From an optimization exercise on the open Yosys and OpenROAD flow, aimed at small area, a short achievable clock period and few clock cycles per item; shortcuts taken in it are not production practice. At most, simulation tests tie the RTL to the original design; equivalence was not proved. The clock port is modelled as an ideal driver, which makes a skipped or thinned clock tree look cheaper than it is; a real chip needs a root buffer or a tree. Power figures rest on the tool's default switching activity, not on a simulated workload.

build 44:
// LBP
module LBP (
	input  clk,
	input  reset,
	output reg [13:0] gray_addr,
	output reg        gray_req,
	input             gray_ready,
	input      [7:0]  gray_data,
	output reg        lbp_valid,
	output reg [13:0] lbp_addr,
	output reg [7:0]  lbp_data,
	output reg        finish
);
	localparam H = 8;            
	wire [6:0] row = gray_addr[13:7];
	wire [6:0] col = gray_addr[6:0];
	reg  [2:0] s;                
	wire       endc = &s;        
	wire       endr = &col;      
	wire [6:0] row_step = {{4{endc}}, {2{endc & endr}}, 1'b1};
	always @(posedge clk) begin
		if (reset) begin
			gray_req  <= 1'b0;
			gray_addr <= 14'd0;
			s         <= 3'd0;
			lbp_valid <= 1'b0;
			finish    <= 1'b0;
		end else begin
			gray_req  <= gray_ready & ~finish & ~(gray_req & endc & endr & (row == 7'd127));
			lbp_valid <= gray_req & (s >= 3'd2) & (col >= 7'd2);
			if (gray_req & endc & endr & (row == 7'd127)) finish <= 1'b1;
			if (gray_req) begin
				{gray_addr[6:0], s} <= {col, s} + 10'd1;
				gray_addr[13:7] <= row + row_step;
			end
		end
	end
	reg [7:0] d [0:H];
	integer i;
	always @(posedge clk) begin
		d[0] <= gray_data;
		for (i = 1; i <= H; i = i + 1) d[i] <= d[i-1];
	end
	function [1:0] tcmp;
		input [7:0] a, b;
		reg [7:0] g, e;
		reg [3:0] g2, e2;
		reg [1:0] g4, e4;
		integer k;
		begin
			g = a & ~b; e = ~(a ^ b);
			for (k = 0; k < 4; k = k + 1) begin
				g2[k] = g[2*k+1] | (e[2*k+1] & g[2*k]);
				e2[k] = e[2*k+1] & e[2*k];
			end
			for (k = 0; k < 2; k = k + 1) begin
				g4[k] = g2[2*k+1] | (e2[2*k+1] & g2[2*k]);
				e4[k] = e2[2*k+1] & e2[2*k];
			end
			tcmp = {g4[1] | (e4[1] & g4[0]), e4[1] & e4[0]};
		end
	endfunction
	wire [7:0] c = d[H];
  ...
For scale: roughly 350 cells after synthesis, about 50 I/O pins, about 0.0044 sq mm of cells after synthesis.
==> flow/config.mk <==
export PLATFORM = sky130hd
export DESIGN_NAME = LBP
export DESIGN_NICKNAME = LBP
export VERILOG_FILES = /design/flow/design.v
export SDC_FILE = /design/flow/constraint.sdc
export NUM_CORES = 4
export LEC_CHECK = 0
export CAP_MARGIN = 20
export CORE_MARGIN = 2
export CORE_UTILIZATION = 40
export SETUP_SLACK_MARGIN = 0
export SLEW_MARGIN = 20
==> flow/constraint.sdc <==
create_clock -name core_clock -period 4.0 [get_ports {clk}]
set_input_delay 0.8000 -clock core_clock [delete_from_list [all_inputs] [get_ports {clk}]]
set_output_delay 0.8000 -clock core_clock [all_outputs]
set_load 0.01 [all_outputs]
run.sh (not shown) runs the stock make flow with config.mk's settings and CLKGATE_MAP_FILE= SYNTH_SCRIPT=/design/flow/synth_recipe.tcl, a recipe that flattens the netlist after the stock synthesis.
No stage failed in build 44, and the final checks on the layout all came back clean.
## Diff of input files: trial 87 against build 44
Settings: SETUP_SLACK_MARGIN now 2.2, was 0.
Notes after the runs:
The register clock-pin slew on the reported worst setup and hold paths of trial 87 and that of build 44 are within noise of each other.
Taking build 44 as the reference, in trial 87 post-route clock period utilization -14 points, register-to-register setup slack went up 0.57 ns, total power now sits higher, sequential standard cell area increased 70 sq um.
Function was not checked in any run of this note: the RTL went through the layout flow alone.

---

Setup of lane 1:
LBP, a different RTL version from the one above (not shown whole).
Size: roughly 140 flip-flops, roughly 50 I/O pins, roughly 4500 µm² of cells after synthesis.
==> flow/config.mk <==
export PLATFORM = sky130hd
export DESIGN_NAME = LBP
export DESIGN_NICKNAME = LBP
export VERILOG_FILES = /design/flow/design.v
export SDC_FILE = /design/flow/constraint.sdc
export NUM_CORES = 4
export LEC_CHECK = 0
export ABC_AREA = 1
export CAP_MARGIN = 20
export CORE_MARGIN = 2
export CORE_UTILIZATION = 60
export SETUP_SLACK_MARGIN = 2.55
export SLEW_MARGIN = 20
==> flow/constraint.sdc <==
create_clock -name core_clock -period 4.0 [get_ports {clk}]
set_input_delay 0.8000 -clock core_clock [delete_from_list [all_inputs] [get_ports {clk}]]
set_output_delay 0.8000 -clock core_clock [all_outputs]
set_load 0.01 [all_outputs]
standard.sh (not shown) runs the stock make flow with config.mk's settings and CLKGATE_MAP_FILE= SYNTH_SCRIPT=/design/flow/synth_recipe.tcl, a recipe that flattens the netlist after the stock synthesis.
==> flow/flow/run.sh <==
#!/bin/bash
# The standard layout, with plain buf_1 port buffers and a two-level
# inverter clock tree: after CTS, flow/mytree2.tcl replaces the tree with
# N1 first-level inverters fed from the clock port and N2 second-level
# inverters, each driving one cluster of flip-flops. Timing repair then
# runs after global routing as usual.
set -euo pipefail
HERE=$(pwd)
bash standard.sh finish \
  "BUFFER_PORTS_ARGS=-buffer_cell sky130_fd_sc_hd__buf_1" \
  "SKIP_CTS_REPAIR_TIMING=1" \
  "POST_CTS_TCL=$HERE/flow/mytree2.tcl" \
  "MYTREE_N1=4" "MYTREE_N2=8" MYTREE_CELL1=sky130_fd_sc_hd__inv_16 MYTREE_CELL2=sky130_fd_sc_hd__inv_12 > standard_flow.log 2>&1
==> flow/flow/mytree2.tcl <==
# Replace the clock tree built by CTS with a two-level inverter tree:
# the clock port feeds N1 first-level inverters, each of which feeds
# N2/N1 second-level inverters; each second-level inverter drives one
# cluster of flip-flops. Every flip-flop sees the clock through exactly
# two inverters, so the tree is balanced and keeps the clock's polarity.
set n1 [expr {[info exists ::env(MYTREE_N1)] ? $::env(MYTREE_N1) : 4}]
set n2 [expr {[info exists ::env(MYTREE_N2)] ? $::env(MYTREE_N2) : 8}]
set cell1 [expr {[info exists ::env(MYTREE_CELL1)] ? $::env(MYTREE_CELL1) : "sky130_fd_sc_hd__inv_12"}]
set cell2 [expr {[info exists ::env(MYTREE_CELL2)] ? $::env(MYTREE_CELL2) : "sky130_fd_sc_hd__inv_8"}]
set db [ord::get_db]
set block [ord::get_db_block]
set clk [$block findNet clk]

# sinks: every flip-flop clock pin, found through the existing tree
set sinks {}
set todo [list $clk]
set bufs {}
set dead {}
while {[llength $todo]} {
  set net [lindex $todo 0]; set todo [lrange $todo 1 end]
  foreach it [$net getITerms] {
    if {![$it isInputSignal] && [$it getIoType] ne "INPUT"} { continue }
    set inst [$it getInst]
    set mname [[$inst getMaster] getName]
    if {[string match "sky130_fd_sc_hd__df*" $mname]} {
      lappend sinks $it
    } else {
      # clock buffers and the dummy loads CTS hangs on the tree
      lappend bufs $inst
      foreach o [$inst getITerms] { if {[$o isOutputSignal]} { set n [$o getNet]; if {$n ne "NULL"} { lappend todo $n } } }
    }
  }
}
puts "mytree2: [llength $sinks] sinks, removing [llength $bufs] cells of the old tree"
foreach inst $bufs {
  foreach o [$inst getITerms] {
    if {[$o isOutputSignal]} { set n [$o getNet]; if {$n ne "NULL" && $n ne $clk} { lappend dead $n } }
  }
}
foreach it $sinks { $it disconnect }
foreach inst $bufs { odb::dbInst_destroy $inst }
foreach n [lsort -unique $dead] { odb::dbNet_destroy $n }

# balanced k-means: k clusters of at most ceil(n/k) points each
proc bkmeans {pts k} {
  set n [llength $pts]
  set cap [expr {($n + $k - 1) / $k}]
  set sorted [lsort -integer -index 0 $pts]
  set cents {}
  for {set c 0} {$c < $k} {incr c} {
    lappend cents [lindex $sorted [expr {int(($c + 0.5) * $n / $k)}]]
  }
  set assign {}
  for {set iter 0} {$iter < 40} {incr iter} {
    set pairs {}
    set i 0
    foreach p $pts {
      for {set c 0} {$c < $k} {incr c} {
        set q [lindex $cents $c]
        lappend pairs [list [expr {abs([lindex $p 0]-[lindex $q 0]) + abs([lindex $p 1]-[lindex $q 1])}] $i $c]
      }
      incr i
    }
    set assign [lrepeat $n -1]
    set fill [lrepeat $k 0]
    foreach pr [lsort -integer -index 0 $pairs] {
      lassign $pr d i c
      if {[lindex $assign $i] >= 0 || [lindex $fill $c] >= $cap} { continue }
      lset assign $i $c
      lset fill $c [expr {[lindex $fill $c] + 1}]
    }
    set newc {}
    for {set c 0} {$c < $k} {incr c} {
      set sx 0; set sy 0; set m 0
      foreach p $pts a $assign { if {$a == $c} { incr sx [lindex $p 0]; incr sy [lindex $p 1]; incr m } }
      if {$m} { lappend newc [list [expr {$sx/$m}] [expr {$sy/$m}]] } else { lappend newc [lindex $cents $c] }
    }
    set cents $newc
  }
  return [list $assign $cents]
}

proc add_inv {block master name x y innet} {
  set inst [odb::dbInst_create $block $master $name]
  set net [odb::dbNet_create $block "${name}_net"]
  $net setSigType CLOCK
  $inst setLocation $x $y
  $inst setPlacementStatus PLACED
  [$inst findITerm A] connect $innet
  [$inst findITerm Y] connect $net
  return $net
}

set pts {}
foreach it $sinks {
  set bb [[$it getInst] getBBox]
  lappend pts [list [expr {([$bb xMin]+[$bb xMax])/2}] [expr {([$bb yMin]+[$bb yMax])/2}]]
}
lassign [bkmeans $pts $n2] a2 c2
lassign [bkmeans $c2 $n1] a1 c1

set m1 [$db findMaster $cell1]
set m2 [$db findMaster $cell2]
set l1nets {}
for {set k 0} {$k < $n1} {incr k} {
  set c [lindex $c1 $k]
  lappend l1nets [add_inv $block $m1 "clkinv_l1_$k" [lindex $c 0] [lindex $c 1] $clk]
}
for {set k 0} {$k < $n2} {incr k} {
  set c [lindex $c2 $k]
  set net [add_inv $block $m2 "clkinv_l2_$k" [lindex $c 0] [lindex $c 1] [lindex $l1nets [lindex $a1 $k]]]
  set m 0
  foreach it $sinks a $a2 { if {$a == $k} { $it connect $net; incr m } }
  puts "mytree2: l2 $k under l1 [lindex $a1 $k] at $c drives $m sinks"
}
detailed_placement
Testbench counts of lane 1, summed over its fixed seeds: cycles 344,080, images 16.
### lane 1 -> lane 2
--- a/flow/flow/run.sh
+++ b/flow/flow/run.sh
@@ -11,3 +11,3 @@
   "SKIP_CTS_REPAIR_TIMING=1" \
   "POST_CTS_TCL=$HERE/flow/mytree2.tcl" \
-  "MYTREE_N1=4" "MYTREE_N2=8" MYTREE_CELL1=sky130_fd_sc_hd__inv_16 MYTREE_CELL2=sky130_fd_sc_hd__inv_12 > standard_flow.log 2>&1
+  "MYTREE_N1=4" "MYTREE_N2=8"  > standard_flow.log 2>&1
--- a/flow/config.mk
+++ b/flow/config.mk
@@ -6,8 +6,7 @@
 export NUM_CORES = 4
 export LEC_CHECK = 0
-export ABC_AREA = 1
 export CAP_MARGIN = 20
 export CORE_MARGIN = 2
 export CORE_UTILIZATION = 60
-export SETUP_SLACK_MARGIN = 2.55
+export SETUP_SLACK_MARGIN = 2.5
 export SLEW_MARGIN = 20
Diff lane 1 and lane 2: via count higher in lane 1
Lane 2: cell depth of the worst flop-to-flop path lower than lane 1
The global-route usage reported for lane 2 is greater than that of lane 1 by 1.1 points.
Between lane 2 and lane 1, the post-route antenna net violation count figures differ only marginally.
Going from lane 1 to lane 2, CTS clock-pin slew for the worst setup and hold paths grows by 0.02 ns.
Of lane 2 and lane 1, it is lane 2 that has the higher sequential share of cell area.
Delta (lane 2 minus lane 1): power after layout down about 5.4%, final clock period utilization by the worst path increased 4.9 points, met3 track utilization from global routing rose by 1.0 points, average routed wire per standard cell climbed 26%, synthesized cell count down 123.
#### Input delta (lane 3 over lane 2)
--- a/flow/config.mk
+++ b/flow/config.mk
@@ -6,7 +6,8 @@
 export NUM_CORES = 4
 export LEC_CHECK = 0
+export ABC_AREA = 1
 export CAP_MARGIN = 20
 export CORE_MARGIN = 2
 export CORE_UTILIZATION = 60
-export SETUP_SLACK_MARGIN = 2.5
+export SETUP_SLACK_MARGIN = 2.65
 export SLEW_MARGIN = 20
Notes after the runs:
Looking at the reports, lane 3 completed the entire flow and the layout it produced met the timing, DRC and antenna checks.
Compared with lane 2, lane 3 ends up with a larger final cell area.
Global-route track usage on met1, lane 3 and lane 2: smaller value in lane 3
Against lane 2, lane 3 comes in 1 higher on site row count.
Compared with lane 2, in lane 3 die height saw an increase; global-route usage saw a decrease.
For lane 4, these inputs were changed with respect to lane 3:
--- a/flow/config.mk
+++ b/flow/config.mk
@@ -10,4 +10,4 @@
 export CORE_MARGIN = 2
 export CORE_UTILIZATION = 60
-export SETUP_SLACK_MARGIN = 2.65
+export SETUP_SLACK_MARGIN = 2.55
 export SLEW_MARGIN = 20
Notes after the runs:
The lower routed wire length came out of lane 4.
[compare] base=lane 3 new=lane 4: routed metal-1 wire length went down by 8.5%, net count reported at finish went down by about 1.6%.
Lane 4 against lane 3: number of fill cells climbed about 12%; maximum frequency from static timing analysis barely changed; tightest hold margin climbed 0.013 ns; met1 track demand over resource in global routing dropped 0.33 points.
Between lane 3 and lane 4, largest incremental delay on the critical path is lower for lane 3, lane 4 comes in above that.
Global-route usage in lane 4 is 0.72 points below lane 3.
Share of cell area taken by flip-flops and latches (higher): lane 4
> inputs changed (lane 4 -> lane 5)
--- a/flow/config.mk
+++ b/flow/config.mk
@@ -6,8 +6,7 @@
 export NUM_CORES = 4
 export LEC_CHECK = 0
-export ABC_AREA = 1
 export CAP_MARGIN = 20
 export CORE_MARGIN = 2
 export CORE_UTILIZATION = 60
-export SETUP_SLACK_MARGIN = 2.55
+export SETUP_SLACK_MARGIN = 2.45
 export SLEW_MARGIN = 20
## What came out
- Routed wire in lane 5 totals less than in lane 4.
- Relative to lane 4, the via count of lane 5 is lower by 17%.
- Worst hold slack delta (lane 4 -> lane 5): insignificant
- Number of storage elements in the synthesis netlist essentially unchanged between lane 4 and lane 5.
- Lane 5 reports a higher critical path depth than lane 4 does.
- On total area of multi-input combinational cells: between lane 5 and lane 4, it ends up higher for lane 4.
- Lane 4 vs lane 5, launching instance or port of the critical path: gray_addr[5] vs gray_data[4]
- Cell count: lane 5 lower than lane 4
- Multi-input combinational gate total in lane 5 is 78 below lane 4.
No run of this note takes its clock network from TritonCTS; it comes from the design's own scripts or RTL.

-- what the ideal ports hide --
Ports are ideal in the flow. The routed layouts listed here were re-timed in OpenROAD. Step 1 assumes that a clkbuf_16 drives the clock port and a buf_2 every other input. Step 2 also shifts input and output timing later by t, the mid clock arrival at the registers, as if the neighbouring blocks saw the same clock. a / b / c = no drivers / after step 1 / after step 2; a / b = the first two.
run	t (ns)	slack for setup (ns)	hold WS [ns]	worst setup path at the end	clock arrival spread, ns
build 44	0.540	1.329 / 1.329 / 1.329	0.321 / 0.321 / 0.321	register to register	0.007 / 0.007
trial 87	0.541	1.900 / 1.900 / 1.750	0.322 / 0.322 / 0.322	input to register	0.008 / 0.008
lane 1	0.272	2.569 / 2.399 / 2.470	0.323 / 0.324 / 0.324	input to register	0.011 / 0.011
lane 2	0.249	2.373 / 2.390 / 2.236	0.324 / 0.326 / 0.326	input to register	0.010 / 0.011
lane 3	0.251	2.567 / 2.433 / 2.412	0.309 / 0.309 / 0.309	input to register	0.021 / 0.020
lane 4	0.253	2.567 / 2.425 / 2.482	0.322 / 0.323 / 0.323	input to register	0.018 / 0.017
lane 5	0.252	2.372 / 2.311 / 2.231	0.325 / 0.325 / 0.325	input to register	0.013 / 0.013
After both steps setup and hold are still met in every run listed. For lane 3, which loses most, drivers alone change the setup slack by -0.134 ns; drivers and shift together by -0.155 ns.
